From an optimization exercise on the open Yosys and OpenROAD flow, aimed at small area, a short achievable clock period and few clock cycles per item; shortcuts taken in it are not production practice. In this exercise RTL edits were held to simulation tests only and were not proved equivalent to the original. No activity file was given, so power comes from the tool's default toggle rates.

==> flow/design.v (outline; a module is shown in full before it is edited, if it fits) <==
// module multiplier: 910 lines
module multiplier(
  output [63:0] prod,
  output busy,
  input [31:0] mc,
  input [31:0] mp,
  input clk,
  input rst,
  input start);
  // ...
==> flow/flow/run.sh <==
#!/bin/bash
# Layout flow: the standard flow (standard synthesis and ORFS steps), except
# that the port buffers inserted before global placement are buf_2 cells
# instead of the delay-cell buffers ORFS picks by default. Every input and
# output port still gets its own buffer.
set -euo pipefail
export BUFFER_PORTS_ARGS="-buffer_cell sky130_fd_sc_hd__buf_2"
bash standard.sh finish > standard_flow.log 2>&1
==> flow/standard.sh <==
#!/bin/bash
# synth_recipe.tcl (not shown) runs the flow's synth.tcl, then flattens the netlist and writes it again
# the make line also repeats each setting of config.mk as NAME=value (left out here)
make -C /OpenROAD-flow-scripts/flow DESIGN_CONFIG=/design/flow/config.mk WORK_HOME=/design/flow/orfs CLKGATE_MAP_FILE= SYNTH_SCRIPT=/design/flow/synth_recipe.tcl "${@:-finish}"
==> flow/config.mk <==
export PLATFORM = sky130hd
export DESIGN_NAME = multiplier
export DESIGN_NICKNAME = multiplier
export VERILOG_FILES = /design/flow/design.v
export SDC_FILE = /design/flow/constraint.sdc
export NUM_CORES = 4
export LEC_CHECK = 0
export CAP_MARGIN = 20
export CORE_MARGIN = 2
export CORE_UTILIZATION = 40
export SETUP_SLACK_MARGIN = 0.2
export SLEW_MARGIN = 20
==> flow/constraint.sdc <==
create_clock -name core_clock -period 4.0 [get_ports {clk}]
set_input_delay 0.8000 -clock core_clock [delete_from_list [all_inputs] [get_ports {clk}]]
set_output_delay 0.8000 -clock core_clock [all_outputs]
set_load 0.01 [all_outputs]
==> results.rst, run 1 <==
.. list-table::
   :header-rows: 1

   * - Metric
     - Value
   * - Max Clock Skew
     - 0.0101 ns
   * - Leading cell types by total area after synthesis
     - sky130_fd_sc_hd__edfxtp_1 22%, sky130_fd_sc_hd__fa_1 19%, sky130_fd_sc_hd__xnor2_1 10%, sky130_fd_sc_hd__inv_1 8.6%, sky130_fd_sc_hd__dfxtp_1 8.1%
   * - Signal buf overhead
     - 12.2%
   * - Critical Path End
     - prod[50]
   * - RSZ-0062 raised after global routing
     - true
   * - Vias per inst
     - 5.08
   * - Area delta synth->final
     - 33.5%
   * - Clock period minus worst slack
     - 3.83 ns
   * - Non-clock inverter count in the final layout
     - 307
   * - Share of post-route cells with drive strength above 1
     - 30.8%
   * - Number of warnings reported in the yosys synthesis log
     - 1
   * - Die span in y
     - 186 um
   * - Syn_nets
     - 1614
   * - Placed insts
     - 1937
   * - Number of clock buffers in the layout
     - 17
   * - Instance area at placement
     - 0.0160 sq mm
   * - Run status
     - timing/DRC/antenna clean
   * - Clock H-tree levels
     - 4
   * - Most area-hungry cell class in the final design
     - multi-input combinational cells
   * - Synthesized-area fraction occupied by and/or/nand/nor cells
     - 6.76%
   * - Total power consumption of the routed design
     - 0.0139 W
   * - Fraction of power consumed by sequential logic
     - 23.8%
   * - Global router's overall resource usage
     - 20.8%
   * - Share of the final layout cell area in sequential cells
     - 22.4%
   * - Total number of tap cells
     - 442
   * - Most frequently used cell type in the post-synthesis netlist
     - sky130_fd_sc_hd__inv_1
   * - Met2 track demand over resource in global routing
     - 30.3%
   * - Fraction of registers with async set or reset after synthesis
     - 0%
   * - Clock Path Buffers
     - 2
   * - Net switching share of the total power
     - 44.6%
   * - Most congested layer reported by global routing
     - met1
   * - NumNets Final
     - 1835
   * - Detail-routed net length per standard cell
     - 18.9 um
   * - First-pass GRT wire length
     - 56.2 mm
   * - Maximum number of pins on one net before global-route repair
     - 46
   * - Post-synthesis mux area share
     - 5.38%
   * - Final non-filler cell total
     - 2014
Testbench counts, summed over its fixed seeds: cycles 12,800, items 3,200.
==> run 2: changes to the inputs <==
--- a/flow/config.mk
+++ b/flow/config.mk
@@ -8,5 +8,5 @@
 export CAP_MARGIN = 20
 export CORE_MARGIN = 2
 export CORE_UTILIZATION = 40
-export SETUP_SLACK_MARGIN = 0.2
+export SETUP_SLACK_MARGIN = 0.0
 export SLEW_MARGIN = 20
==> run 2 against run 1 <==
  * Still clean
  * Final cell count down 0.89%
  * Sequential share of layout area up 2.1 points
  * Fmax down 2.1%
  * Register-to-register slack worse by 0.04 ns
  * Synthesized area unchanged
  * Non-clock buffer count down 19
  * Sequential power about the same
  * Synthesized cell count unchanged
  * Die area unchanged
  * First-iteration DRC count down 38%
  * Flip-flop and latch count unchanged
  * Via count down 4.8%
  * Critical path type unchanged
  * Largest power group unchanged
==> results.rst, run 2 <==
.. list-table::
   :header-rows: 1

   * - Metric
     - Value
   * - Run status
     - timing/DRC/antenna clean (unchanged)
   * - Fraction of registers with async set or reset after synthesis
     - 0% (unchanged)
   * - Remaining DRCs
     - 0 (unchanged)
   * - Hold violation total from the final report
     - 0 (unchanged)
   * - Number of warnings reported in the yosys synthesis log
     - 1 (unchanged)
   * - Final setup violation count
     - 0 (unchanged)
   * - Synth Flop Type
     - sky130_fd_sc_hd__edfxtp_1 (unchanged)
   * - Commonest non-fill, non-tap cell in the layout
     - sky130_fd_sc_hd__inv_1 (unchanged)
   * - Post-synth EDFFs
     - 96 (unchanged)
   * - Total number of clock tree sinks
     - 150 (unchanged)
   * - RSZ-0062 raised after global routing
     - true (unchanged)
   * - Max Clock Skew
     - 0.0140 ns (was 0.0101 ns)
   * - Post-route cell area
     - 0.0162 sq mm (was 0.0177 sq mm)
   * - Top register by number of flip-flops
     - M (unchanged)
   * - Dominant combinational cell family by area after synthesis
     - adder cells (unchanged)
   * - Overflow left after global routing
     - 0 (unchanged)
   * - Row count
     - 66 (unchanged)
   * - Portion of the post-synthesis area used by sequential elements
     - 29.8% (unchanged)
   * - Cell types with the highest counts after synthesis
     - 306 x sky130_fd_sc_hd__inv_1, 154 x sky130_fd_sc_hd__xnor2_1, 126 x sky130_fd_sc_hd__fa_1 (unchanged)
   * - Maximum number of pins on one net before global-route repair
     - 57 (was 46)
   * - Clock-pin slew of the registers on the worst-case setup and hold paths
     - 0.08 ns (was 0.06 ns)
   * - Clock H-tree levels
     - 4 (unchanged)
   * - Critical Path Start Type
     - register (unchanged)
   * - Data arrival time at the worst-slack endpoint
     - 3.11 ns (was 3.03 ns)
   * - Via count of the first global-routing pass
     - 10.1k (about the same)
   * - Critical path fanouts, max
     - 3 (was 6)
   * - Die Wd
     - 186 um (unchanged)
   * - Post-synthesis compound-gate area fraction
     - 10.1% (unchanged)
   * - Vias per inst
     - 4.88 (was 5.08)
   * - Via count of the routed design
     - 9745 (was 10.2k)
   * - Synth Area in XOR/XNOR
     - 10.8% (unchanged)
   * - Minimum hold slack
     - 0.406 ns (was 0.414 ns)
   * - Flip-flop count of the largest register, all copies and words added
     - 32 (unchanged)
   * - I/O Buffers
     - 131 (unchanged)
   * - CTS Buf Count
     - 17 (unchanged)
   * - Cell count after synthesis
     - 1338 (unchanged)
   * - Clock period minus worst slack
     - 3.91 ns (was 3.83 ns)
   * - Post-synthesis mux area share
     - 5.38% (unchanged)
   * - Global router's overall resource usage
     - 19.2% (was 20.8%)
   * - CTS tree
     - yes (unchanged)
   * - Post-synthesis average cell area
     - 9.94 sq um (unchanged)
   * - Flop and latch count out of synthesis
     - 150 (unchanged)
   * - Number of search-and-repair iterations in the first detailed-routing pass
     - 4 (was 5)
   * - HPWL Detailed
     - 25.4 mm (was 28.1 mm)
   * - Global placer's final weighted congestion
     - 0.806 (was 0.860)
   * - Antenna violations before repair
     - 1 (unchanged)
   * - Synthesized-area fraction occupied by and/or/nand/nor cells
     - 6.76% (unchanged)
   * - Area share of the leading cell type in the synthesized netlist
     - 21.7% (unchanged)
   * - Post-synth cell types
     - 53 (unchanged)
   * - Capturing element type of the critical path
     - output port (unchanged)
   * - Total die area
     - 0.0347 sq mm (unchanged)
   * - Most frequent cells in the layout
     - 305 x sky130_fd_sc_hd__inv_1, 154 x sky130_fd_sc_hd__xnor2_1, 131 x sky130_fd_sc_hd__buf_2 (was 300 x sky130_fd_sc_hd__inv_1, 131 x sky130_fd_sc_hd__buf_2, 123 x sky130_fd_sc_hd__xnor2_1)
   * - Multi-input gate area in the final layout
     - 0.00825 sq mm (was 0.00927 sq mm)
   * - Clk latency of the worst-skew pair
     - 0.45 ns (about the same)
   * - Core Footprint
     - 0.0326 sq mm (unchanged)
   * - First-pass GRT wire length
     - 52.8 mm (was 56.2 mm)
   * - Initial core utilization
     - 40.8% (unchanged)
   * - Min-Delay Path Class
     - register to register (unchanged)
   * - Die span in y
     - 186 um (unchanged)
   * - NumNets Final
     - 1816 (was 1835)
   * - Initial DRC count
     - 538 (was 871)
   * - Syn_nets
     - 1614 (unchanged)
   * - Total power consumption of the routed design
     - 0.0131 W (was 0.0139 W)
   * - Critical path data required time
     - 3.20 ns (about the same)
   * - Leading cell types by total area after synthesis
     - sky130_fd_sc_hd__edfxtp_1 22%, sky130_fd_sc_hd__fa_1 19%, sky130_fd_sc_hd__xnor2_1 10%, sky130_fd_sc_hd__inv_1 8.6%, sky130_fd_sc_hd__dfxtp_1 8.1% (unchanged)
   * - Area delta synth->final
     - 22.1% (was 33.5%)
   * - Startpoint-to-endpoint class of the critical path
     - register to output port (unchanged)
   * - Count of final max-slew check failures
     - 0 (unchanged)
   * - Share of synthesized cell area in full adder, half adder and majority cells
     - 26.8% (unchanged)
   * - Number of hold-repair buffers added at the cts stage
     - 0 (unchanged)
   * - Number of placed I/O pins
     - 132 (unchanged)
   * - Detail-routed net length per standard cell
     - 16.2 um (was 18.9 um)
   * - Routed wire length
     - 32.3 mm (was 38.1 mm)
   * - Total standard cell area after synthesis
     - 0.0133 sq mm (unchanged)
   * - Library cell occupying the most area in the post-synthesis netlist
     - sky130_fd_sc_hd__edfxtp_1 (unchanged)
   * - Pwr dens
     - 810 mW/mm^2 (was 783 mW/mm^2)
   * - Leakage power
     - 7.37 nW (was 7.87 nW)
   * - Most frequently used cell type in the post-synthesis netlist
     - sky130_fd_sc_hd__inv_1 (unchanged)
   * - Actual slew at the worst max-slew pin
     - 0.661 ns (was 0.719 ns)
   * - Largest registers ranked by flip-flop count
     - M x32, C x31, S x31 (unchanged)
   * - Fillcell total
     - 3018 (was 2847)
   * - Instance area at placement
     - 0.0153 sq mm (was 0.0160 sq mm)
   * - Share of post-route cells with drive strength above 1
     - 22.1% (was 30.8%)
   * - VDD IR-drop max
     - 0.322 mV (was 0.376 mV)
   * - Flop-to-flop setup slack
     - 0.20 ns (was 0.24 ns)
   * - Clock Path Buffers
     - 2 (unchanged)
   * - Final worst-path cycle share
     - 97.8% (was 95.8%)
   * - Cell at the root of the clock tree
     - sky130_fd_sc_hd__clkbuf_16 (unchanged)
   * - Max cap viols
     - 0 (unchanged)
   * - ANT nets after route
     - 0 (unchanged)
   * - Timing-limited maximum frequency
     - 256 MHz (was 261 MHz)
   * - Slew margin rel.
     - 55.9% (was 51.7%)
   * - Sequential Area
     - 0.00397 sq mm (unchanged)
==> run 2: metal layers <==
| layer | routed length (um) | global-route usage (%) | vias to the layer above |
|---|---|---|---|
| met5 | 0 | 0 | - |
| met4 | 501 | 5.78 | 0 |
| met3 | 1070 | 2.63 | 29 |
| met2 | 15900 | 32.7 | 190 |
| met1 | 14900 | 25.5 | 4776 |
| li1 | - | - | 4750 |
==> run 2: cells by family after synthesis <==
group                      count (synthesis)
DFF                                      150
and+or+nand+nor                          172
xor gates and xnor gates                 164
adders and majority gates                209
buffers and inverters                    364
muxes                                     69
AOI/OAI and AO/OA                        210
==> run 2: critical path: stages, from the launching register on <==
cell                        delay [ns]
sky130_fd_sc_hd__edfxtp_1         0.43
sky130_fd_sc_hd__a21oi_2          0.21
sky130_fd_sc_hd__o21ai_1          0.14
sky130_fd_sc_hd__a2111oi_4        0.30
sky130_fd_sc_hd__buf_4            0.19
sky130_fd_sc_hd__a211oi_4         0.06
sky130_fd_sc_hd__buf_12           0.14
sky130_fd_sc_hd__buf_4            0.14
sky130_fd_sc_hd__o211ai_1         0.26
sky130_fd_sc_hd__nand3b_1         0.14
sky130_fd_sc_hd__buf_6            0.15
sky130_fd_sc_hd__o31ai_4          0.20
sky130_fd_sc_hd__xnor2_1          0.15
sky130_fd_sc_hd__buf_2            0.15
==> run 2: area by class of cell <==
cell class | count | share of cell area (%)
Inverter | 307 | 7.10
Sequential cell | 150 | 24.4
Tap cell | 442 | 3.41
Antenna cell | 1 | 0.0154
Timing Repair Buffer | 240 | 10.5
Clock buffer | 18 | 2.71
Multi-Input combinational cell | 824 | 50.8
Clock inverter | 14 | 0.971
==> run 2: where the power goes <==
| part | leakage (nW) | internal (W) | switching (W) | total (W) |
|---|---|---|---|---|
| Sequential | 1.45 | 0.00283 | 0.000478 | 0.00330 |
| Combinational | 5.63 | 0.00358 | 0.00463 | 0.00821 |
| Clock | 0.292 | 0.000852 | 0.000777 | 0.00163 |
==> run 2: final timing paths <==
path,from,end,depth (start not counted)
hold / removal,cnt[0],cnt[0],1
setup reg to reg,busy_r,S[21],13
setup / recovery,Lc[7],prod[62],13
hold reg to reg,cnt[0],cnt[0],1
==> run 2: what timing repair did <==
| action | CTS | global route |
|---|---|---|
| pin swaps | 14 | 15 |
| buffers inserted | 12 | 12 |
| setup endpoints to repair | 10 | 41 |
| hold endpoints to repair | 0 | 0 |
| resized for setup | 8 | 18 |
==> run 2: metrics by stage <==
stage	setup TNS, ns	worst slack [ns]	instances	utilization, %
after floorplan	-0.114	-0.0170	1338	-
after global placement	-22.30	-0.494	1939	47.0
after detailed placement	-23.38	-0.521	1939	47.0
after CTS	-0.121	-0.0692	1983	49.2
after global routing	-0.323	-0.119	1996	49.8
final	0	0.0862	1996	49.8

==> static timing again, ports no longer ideal <==
How much do the figures lean on ideal ports? The routed layouts below were timed once more, with nothing changed but the port constraints.
Step 1, drivers: a clkbuf_16 drives clk and a buf_2 each remaining input, both assumed.
Step 2 also shifts input and output timing later by t, the mid clock arrival at the registers, as if the neighbouring blocks saw the same clock.
a / b / c = ideal ports / drivers / drivers and shift; a / b = the first two.
| run | t, ns | setup WS [ns] | latest minus earliest clock arrival (ns) |
|---|---|---|---|
| run 1 | 0.495 | 0.166 / 0.113 / -0.216 | 0.010 / 0.010 |
| run 2 | 0.501 | 0.086 / 0.034 / -0.370 | 0.014 / 0.014 |
With both steps, setup timing fails in run 1 and run 2, where it was met with ideal ports. For run 2, which loses most, drivers alone change the setup slack by -0.052 ns; drivers and shift together by -0.456 ns.
